This design comes from an exercise in tuning for small area on the open sky130 flow, not from production work. The RTL was checked by simulation tests, not by an equivalence proof against the original design. The clock port is modelled as an ideal driver; clocking choices that lean on that would not hold on a real chip. Power and IR drop assume default switching activity.

==> flow/design.v <==
module fifo_word
#(parameter DATA_WIDTH = 32)
(
	input logic clk,
	input logic wr,
	input logic hold_n,
	input logic [DATA_WIDTH - 1 : 0] x,
	output logic [DATA_WIDTH - 1 : 0] q
);
always_ff @(posedge clk)
	q <= ~((q | {DATA_WIDTH{wr}}) & (x | {DATA_WIDTH{hold_n}}));
endmodule
module fifo_sel
#(parameter N = 3, parameter DATA_WIDTH = 32)
(
	input logic [N - 1 : 0] sel,
	input logic [N * DATA_WIDTH - 1 : 0] d,
	output logic [DATA_WIDTH - 1 : 0] y_n
);
logic [DATA_WIDTH - 1 : 0] y;
always_comb
begin
	y = 'b0;
	for (int i = 0; i < N; i++)
		y = y | ({DATA_WIDTH{sel[i]}} & d[i * DATA_WIDTH +: DATA_WIDTH]);
end
assign y_n = ~y;
endmodule
module fifo_read
#(parameter SIZE = 32, parameter DATA_WIDTH = 32, localparam NG = (SIZE + 2) / 3)
(
	input logic [SIZE - 1 : 0] sel,
	input logic [SIZE * DATA_WIDTH - 1 : 0] d,
	output logic [DATA_WIDTH - 1 : 0] y
);
logic [DATA_WIDTH - 1 : 0] g_n [0 : NG - 1];
fifo_dec #(.SIZE(SIZE), .INV(0)) u_wdec (.en(push), .a(tailPtr), .y(wr));
fifo_dec #(.SIZE(SIZE), .INV(1)) u_hdec (.en(push), .a(tailPtr), .y(hold_n));
fifo_dec #(.SIZE(SIZE), .INV(0)) u_rdec (.en(!empty_r), .a(headPtr), .y(rsel));
genvar g;
generate
for (g = 0; g < NG; g++)
begin: grp
	localparam int N = (3 * g + 3 <= SIZE) ? 3 : SIZE - 3 * g;
	fifo_sel #(.N(N), .DATA_WIDTH(DATA_WIDTH)) u_sel
	(
		.sel(sel[3 * g +: N]), .d(d[3 * g * DATA_WIDTH +: N * DATA_WIDTH]), .y_n(g_n[g])
	);
end
endgenerate
always_comb
begin
	y = 'b0;
	for (int i = 0; i < NG; i++)
		y = y | ~g_n[i];
end
endmodule
module fifo_dec
#(parameter SIZE = 32, parameter INV = 0, localparam ADDR_WIDTH = $clog2(SIZE))
(
	input logic en,
	input logic [ADDR_WIDTH - 1 : 0] a,
	output logic [SIZE - 1 : 0] y
);
always_comb
	for (int i = 0; i < SIZE; i++)
		y[i] = (en && a == i) ^ (INV != 0);
endmodule
module syncFIFO
#(parameter SIZE = 16, parameter DATA_WIDTH = 4, parameter FALL_THROUGH = 1, localparam ADDR_WIDTH = $clog2(SIZE))
(
	input logic clk,
	input logic rst,
	input logic en,
	input logic rw,
	input logic[ADDR_WIDTH - 1 : 0] addr,
	input logic [DATA_WIDTH - 1 : 0] in,
	output logic empty,
	output logic full,
	output logic[DATA_WIDTH - 1 : 0] out
);
logic [ADDR_WIDTH - 1 : 0] tailPtr;
logic [ADDR_WIDTH - 1 : 0] headPtr;
logic empty_r, full_r;
logic pol;
logic push, pop;
logic [ADDR_WIDTH - 1 : 0] tailNext, headNext;
logic [SIZE - 1 : 0] wr, hold_n, rsel;
logic [DATA_WIDTH - 1 : 0] x;
logic [SIZE * DATA_WIDTH - 1 : 0] q;
logic [DATA_WIDTH - 1 : 0] t;
assign empty = empty_r;
assign full = full_r;
assign push = en && rw && !full_r;
assign pop = en && !rw && !empty_r;
assign tailNext = tailPtr + 1'b1;
assign headNext = headPtr + 1'b1;
assign x = in ^ {DATA_WIDTH{pol}};
fifo_dec #(.SIZE(SIZE), .INV(0)) u_wdec (.en(push), .a(tailPtr), .y(wr));
fifo_dec #(.SIZE(SIZE), .INV(1)) u_hdec (.en(push), .a(tailPtr), .y(hold_n));
fifo_dec #(.SIZE(SIZE), .INV(0)) u_rdec (.en(!empty_r), .a(headPtr), .y(rsel));
genvar g;
generate
for (g = 0; g < SIZE; g++)
begin: word
	fifo_word #(.DATA_WIDTH(DATA_WIDTH)) u_word
	(
		.clk(clk), .wr(wr[g]), .hold_n(hold_n[g]), .x(x), .q(q[g * DATA_WIDTH +: DATA_WIDTH])
	);
end
endgenerate
fifo_read #(.SIZE(SIZE), .DATA_WIDTH(DATA_WIDTH)) u_read (.sel(rsel), .d(q), .y(t));
assign out = t ^ {DATA_WIDTH{pol && !empty_r}};
always_ff @(posedge clk or posedge rst)
	if (rst)
	begin
		tailPtr <= 0;
		headPtr <= 0;
		empty_r <= 1'b1;
		full_r <= 1'b0;
		pol <= 1'b0;
	end
	else
	begin
		pol <= !pol;
		if (push)
		begin
			tailPtr <= tailNext;
			empty_r <= 1'b0;
			full_r <= tailNext == headPtr;
		end
		if (pop)
		begin
			headPtr <= headNext;
			full_r <= 1'b0;
			empty_r <= headNext == tailPtr;
		end
	end
endmodule
module fifo_top
(
	input  logic clk,
	input  logic rst,
	input  logic en,
	input  logic rw,
	input  logic [4 : 0] addr,
	input  logic [31 : 0] in,
	output logic empty,
	output logic full,
	output logic [31 : 0] out
);
syncFIFO #(.SIZE(32), .DATA_WIDTH(32), .FALL_THROUGH(1)) u_fifo
(
	.clk(clk), .rst(rst), .en(en), .rw(rw), .addr(addr), .in(in),
	.empty(empty), .full(full), .out(out)
);
endmodule
==> flow/config.mk <==
export PLATFORM = sky130hd
export DESIGN_NAME = fifo_top
export DESIGN_NICKNAME = fifo_top
export VERILOG_FILES = /design/flow/design.v
export SDC_FILE = /design/flow/constraint.sdc
export NUM_CORES = 4
export LEC_CHECK = 0
export CAP_MARGIN = 5
export CORE_MARGIN = 2
export CORE_UTILIZATION = 80
export SLEW_MARGIN = 5
export SYNTH_HIERARCHICAL = 1
export SYNTH_MINIMUM_KEEP_SIZE = 0
==> flow/constraint.sdc <==
create_clock -name core_clock -period 6.0 [get_ports {clk}]
set_input_delay 1.2000 -clock core_clock [delete_from_list [all_inputs] [get_ports {clk}]]
set_output_delay 1.2000 -clock core_clock [all_outputs]
set_load 0.01 [all_outputs]
standard.sh (not shown) runs the stock make flow with config.mk's settings and CLKGATE_MAP_FILE= SYNTH_SCRIPT=/design/flow/synth_recipe.tcl, a recipe that flattens the netlist after the stock synthesis.
==> flow/flow/run.sh <==
#!/bin/bash
# The standard layout, with a clock tree of small buffers and no dummy
# loads (leaf buffers upsized after CTS only where the clock edge at the
# flip-flops would be slow), and port buffers of the smallest buffer cell.
set -euo pipefail
here=$(pwd)
export CTS_ARGS="-sink_clustering_enable -repair_clock_nets -dont_use_dummy_load -buf_list sky130_fd_sc_hd__clkbuf_4 -sink_clustering_size 10 -sink_clustering_max_diameter 50"
export POST_CTS_TCL="$here/flow/post_cts.tcl"
export CLK_SLEW_TARGET=0.105
export BUFFER_PORTS_ARGS="-buffer_cell sky130_fd_sc_hd__buf_1"
bash standard.sh > standard.log 2>&1
==> flow/flow/post_cts.tcl <==
# Upsize clock buffers whose sinks see a slow clock edge, then legalize.
estimate_parasitics -placement
set sizes {sky130_fd_sc_hd__clkbuf_2 sky130_fd_sc_hd__clkbuf_4 sky130_fd_sc_hd__clkbuf_8 sky130_fd_sc_hd__clkbuf_16}
set target 0.09
if { [info exists ::env(CLK_SLEW_TARGET)] } { set target $::env(CLK_SLEW_TARGET) }
for {set it 0} {$it < 4} {incr it} {
  set changed 0
  foreach inst [get_cells *] {
    set m [get_property $inst ref_name]
    set idx [lsearch $sizes $m]
    if { $idx < 0 || $idx == [llength $sizes] - 1 } { continue }
    set out [get_pins -of_objects $inst -filter "direction == output"]
    set worst 0
    foreach p [get_pins -of_objects [get_nets -of_objects $out] -filter "direction == input"] {
      foreach pr {slew_max_rise slew_max_fall} {
        set v [get_property $p $pr]
        if { $v > $worst } { set worst $v }
      }
    }
    if { $worst > $target } {
      replace_cell $inst [lindex $sizes [expr { $idx + 1 }]]
      incr changed
    }
  }
  puts "post_cts: pass $it upsized $changed clock buffers"
  if { $changed == 0 } { break }
  estimate_parasitics -placement
}
detailed_placement
The baseline completed with no timing, DRC or antenna violations.
Edit:
==> flow/flow/run.sh (replaced) <==
#!/bin/bash
# The standard layout, with a clock tree of small buffers and no dummy
# loads, and port buffers of the smallest buffer cell.
set -euo pipefail
export CTS_ARGS="-sink_clustering_enable -repair_clock_nets -dont_use_dummy_load -buf_list sky130_fd_sc_hd__clkbuf_4 -sink_clustering_size 20"
export BUFFER_PORTS_ARGS="-buffer_cell sky130_fd_sc_hd__buf_1"
bash standard.sh > standard.log 2>&1
Settings changed: CAP_MARGIN 5 to 20, CORE_UTILIZATION 80 to 55, SLEW_MARGIN 5 to 20.
removed: flow/flow/post_cts.tcl
The new run passed the timing, design-rule and antenna checks.
Design area increases by 4.9%.
Global-route usage decreases by 12 points.
Die area increases by 45%.
Fmax decreases by 8.0%.
Edit:
==> flow/flow/run.sh (replaced) <==
#!/bin/bash
# The standard layout, with a clock tree of small buffers and no dummy
# loads (leaf buffers upsized after CTS only where the clock edge at the
# flip-flops would be slow), and port buffers of the smallest buffer cell.
set -euo pipefail
here=$(pwd)
export CTS_ARGS="-sink_clustering_enable -repair_clock_nets -dont_use_dummy_load -buf_list sky130_fd_sc_hd__clkbuf_4 -sink_clustering_size 10 -sink_clustering_max_diameter 50"
export POST_CTS_TCL="$here/flow/post_cts.tcl"
export CLK_SLEW_TARGET=0.10
export BUFFER_PORTS_ARGS="-buffer_cell sky130_fd_sc_hd__buf_1"
bash standard.sh > standard.log 2>&1
==> flow/flow/post_cts.tcl (new file) <==
# Upsize clock buffers whose sinks see a slow clock edge, then legalize.
estimate_parasitics -placement
set sizes {sky130_fd_sc_hd__clkbuf_2 sky130_fd_sc_hd__clkbuf_4 sky130_fd_sc_hd__clkbuf_8 sky130_fd_sc_hd__clkbuf_16}
set target 0.09
if { [info exists ::env(CLK_SLEW_TARGET)] } { set target $::env(CLK_SLEW_TARGET) }
for {set it 0} {$it < 4} {incr it} {
  set changed 0
  foreach inst [get_cells *] {
    set m [get_property $inst ref_name]
    set idx [lsearch $sizes $m]
    if { $idx < 0 || $idx == [llength $sizes] - 1 } { continue }
    set out [get_pins -of_objects $inst -filter "direction == output"]
    set worst 0
    foreach p [get_pins -of_objects [get_nets -of_objects $out] -filter "direction == input"] {
      foreach pr {slew_max_rise slew_max_fall} {
        set v [get_property $p $pr]
        if { $v > $worst } { set worst $v }
      }
    }
    if { $worst > $target } {
      replace_cell $inst [lindex $sizes [expr { $idx + 1 }]]
      incr changed
    }
  }
  puts "post_cts: pass $it upsized $changed clock buffers"
  if { $changed == 0 } { break }
  estimate_parasitics -placement
}
detailed_placement
Settings changed: CAP_MARGIN 20 to 5, CORE_UTILIZATION 55 to 70, GPL_TIMING_DRIVEN set to 0, SLEW_MARGIN 20 to 5.
=>
- The changed run produced a layout that fails on capacitance limit, slew limit
- first-iteration DRC count climbs by 4.9%
- die area drops by 21%
- design area climbs by 2.5%
- flip-flop and latch count stays the same
- clock-buffer cell count drops by 166
Edit:
Settings changed: GPL_TIMING_DRIVEN 0 to unset.
Outcome: The changed run finished with timing, DRC and antenna clean; global-route usage goes down by 0.84 points; clock-buffer cell count goes up by 1; sequential power hardly moves; synthesized cell count does not change; fmax barely changes; routed wire length goes down slightly; clock power is about the same.

[re-timing with driven ports]
The flow's constraints put no driver on any port. The routed layouts listed below were extracted and timed again, unchanged, in two steps.
Step 1: set_driving_cell puts a clkbuf_16 on clk and a buf_2 on each other input, an assumption about the parent block.
Step 2 adds t to the input delays and takes it off the output delays; t is the mean of the earliest and latest rising clock arrival at the registers after step 1. Input paths then give back, and output paths get back, about the clock's delay inside the block.
Slacks: ideal / step 1 / step 2; pairs: ideal / step 1.
run	shift t [ns]	setup slack, ns	slew at the worst register clock pin (ns)
the first run	0.673	0.725 / 0.662 / 1.336	0.11 / 0.11
the second run	1.119	0.263 / 0.204 / 1.323	0.07 / 0.07
the third run	0.694	0.747 / 0.679 / 1.373	0.11 / 0.11
the fourth run	0.671	0.755 / 0.689 / 1.360	0.10 / 0.10
